Context: an optimization exercise on an open-source flow, tuned for small area, a short achievable clock period and few clock cycles. The choices shown serve that exercise and are no tape-out recipe.
Only simulation tests tie the RTL to the original design; equivalence was not proved.
Power and IR drop assume default switching activity.

==> flow/design.v (excerpt) <==
module alu19 (
    input             clk,
    input             rst,
    input             in_valid,
    output            in_ready,
    input      [3:0]  op,
    input      [18:0] a,
    input      [18:0] b,
    output reg        out_valid,
    output reg [18:0] result,
    output reg        zero,
    output reg        carry,
    output reg        overflow
);
Size in the first run: roughly 890 cells after synthesis, about 69 I/O pins, ~6900 um^2 of cells after synthesis.
export LEC_CHECK = 0
export ABC_AREA = 1
export CAP_MARGIN = 20
export CORE_MARGIN = 2
export CORE_UTILIZATION = 40
export CTS_BUF_LIST = sky130_fd_sc_hd__clkbuf_8
export SLEW_MARGIN = 20
create_clock -name core_clock -period 35.0 [get_ports {clk}]
standard.sh (not shown) runs the stock make flow with config.mk's settings and CLKGATE_MAP_FILE= SYNTH_SCRIPT=/design/flow/synth_recipe.tcl, a recipe that flattens the netlist after the stock synthesis.
==> flow/flow/run.sh <==
#!/bin/bash
set -euo pipefail
W=$(pwd)
P=${FLOW_PLATFORM:-sky130hd}
R=$W/orfs/results/$P/alu19/base
L=$W/orfs/logs/$P/alu19/base
LIB=$FLOW_HOME/platforms/$P/lib/sky130_fd_sc_hd__tt_025C_1v80.lib
YOSYS=$FLOW_HOME/../tools/install/yosys/bin/yosys
[[ -x $YOSYS ]] || YOSYS=yosys

# 1. standard synthesis
bash standard.sh synth > $W/log_1_standard_synth.txt 2>&1
cp $R/1_2_yosys.v $W/netlist_standard.v

# 2. re-map the combinational logic
python3 flow/lib2map.py $LIB > $W/cellmap.v
DONTUSE=$(grep -o -- '-dont_use [^ ]*' $L/1_2_yosys.log | sort -u | tr '\n' ' ')
ABCSCRIPT='+strash;&get,-n;&fraig,-x;&put;scorr;dc2;strash;&get,-n;&dch,-f;&put;dc2;strash;&get,-n;&dch,-f;&nf;&put;topo;upsize,-D,5500;dnsize,-D,5500'
cat > $W/reabc.ys <<YS
read_liberty -lib $LIB
read_verilog $W/netlist_standard.v
hierarchy -top $FLOW_TOP
techmap -map $W/cellmap.v
techmap
opt -fast
abc -liberty $LIB $DONTUSE -script $ABCSCRIPT
setundef -zero
splitnets
opt_clean -purge
hilomap -singleton -hicell sky130_fd_sc_hd__conb_1 HI -locell sky130_fd_sc_hd__conb_1 LO
insbuf -buf sky130_fd_sc_hd__buf_4 A X
opt_clean -purge
check -assert
stat -liberty $LIB
write_verilog -noattr -nohex -nodec $W/netlist_reabc.v
YS
$YOSYS -l $W/log_2_reabc.txt -q $W/reabc.ys > /dev/null 2>&1
# the registers must be the standard synthesis's, instance for instance
grep -E '^\s*sky130_fd_sc_hd__[a-z]*df' $W/netlist_standard.v | awk '{print $1, $2}' | sort > $W/regs_standard.txt
grep -E '^\s*sky130_fd_sc_hd__[a-z]*df' $W/netlist_reabc.v | awk '{print $1, $2}' | sort > $W/regs_reabc.txt
cmp $W/regs_standard.txt $W/regs_reabc.txt
cp $W/netlist_reabc.v $R/1_2_yosys.v
rm -f $R/1_synth.odb $R/1_synth.sdc

# 3. the standard layout from the new netlist
export BUFFER_PORTS_ARGS="-buffer_cell sky130_fd_sc_hd__buf_1"
bash standard.sh > $W/log_3_standard_layout.txt 2>&1
Other scripts of this flow, unchanged in this note and not shown: flow/flow/lib2map.py
The baseline went through all stages and came out clean.
Testbench counts at the start, summed over its fixed seeds: cycles 39,688.
Change:
--- a/flow/flow/run.sh
+++ b/flow/flow/run.sh
@@ -18 +18 @@
-ABCSCRIPT='+strash;&get,-n;&fraig,-x;&put;scorr;dc2;strash;&get,-n;&dch,-f;&put;dc2;strash;&get,-n;&dch,-f;&nf;&put;topo;upsize,-D,5500;dnsize,-D,5500'
+ABCSCRIPT='+strash;&get,-n;&fraig,-x;&put;scorr;dc2;strash;&get,-n;&dch,-f;&nf;&put;topo;upsize,-D,4500;dnsize,-D,4500'
--- a/flow/config.mk
+++ b/flow/config.mk
@@ -12 +11,0 @@
-export CTS_BUF_LIST = sky130_fd_sc_hd__clkbuf_8
What happened:
- clock-buffer cell count climbs by 3
- core utilization barely changes
- fmax increases by 0.68%
- flip-flop and latch count does not change
- final area went up by 3.1%
- cell count rises by 2.0%
- global-route usage decreases by 0.45 points
- combinational power barely changes
- routed wire length goes up by 0.91%
- sequential power barely changes
Change:
--- a/flow/config.mk
+++ b/flow/config.mk
@@ -11,0 +12 @@
+export CTS_BUF_LIST = sky130_fd_sc_hd__clkbuf_8
What happened:
- The new run finished with timing, DRC and antenna clean
- routed wire length came out lower by 0.85%
- first-iteration DRC count came out higher by 1.8%
- total power came out lower by 6.3%
- worst setup slack gets worse by 0.043 ns
- die area is unchanged
- final area came out lower by 1.2%
Change:
--- a/flow/config.mk
+++ b/flow/config.mk
@@ -9 +9 @@
-export CAP_MARGIN = 20
+export CAP_MARGIN = 0
@@ -12,2 +12,4 @@
-export CTS_BUF_LIST = sky130_fd_sc_hd__clkbuf_8
-export SLEW_MARGIN = 20
+export CTS_BUF_LIST = sky130_fd_sc_hd__clkbuf_16
+export CTS_CLUSTER_DIAMETER = 200
+export CTS_CLUSTER_SIZE = 40
+export SLEW_MARGIN = 0
The new run completed with no timing, DRC or antenna violations. Area after synthesis stays the same. Final area rose by about 0.8%. Worst setup slack improves by 0.040 ns. Final cell count stays the same. Sequential power stays flat. Utilization rose by 0.37 points. Critical path depth does not change.

## port drivers added, routing unchanged
Ports are ideal in the flow. The routed layouts listed here were re-timed in OpenROAD.
Step 1, drivers: a clkbuf_16 drives clk and a buf_2 each remaining input, both assumed.
Step 2 moves the port delays by t, midway between the first and last clock arrival at a register: inputs arrive t later, outputs are due t later. That takes back most of the time a late clock gives input paths.
Slacks: ideal ports / drivers / drivers and shift; pairs: ideal ports / drivers.
| run | t, ns | setup slack, ns | worst hold slack (ns) | worst setup path after step 2 | pins driven straight from the clock port |
|---|---|---|---|---|---|
| the first run | 0.416 | 27.082 / 27.043 / 27.123 | 0.417 / 0.417 / 0.417 | register to register | 1 |
| the second run | 0.394 | 27.136 / 27.090 / 27.127 | 0.432 / 0.432 / 0.432 | input to register | 1 |
| the third run | 0.427 | 27.093 / 27.052 / 27.132 | 0.431 / 0.431 / 0.431 | input to register | 1 |
| the fourth run | 0.393 | 27.133 / 27.088 / 27.130 | 0.434 / 0.434 / 0.434 | input to register | 1 |
After both steps setup and hold are still met in every run listed. The setup slack of the second run, which loses most, moves by -0.046 ns with the drivers and by -0.009 ns with both steps.
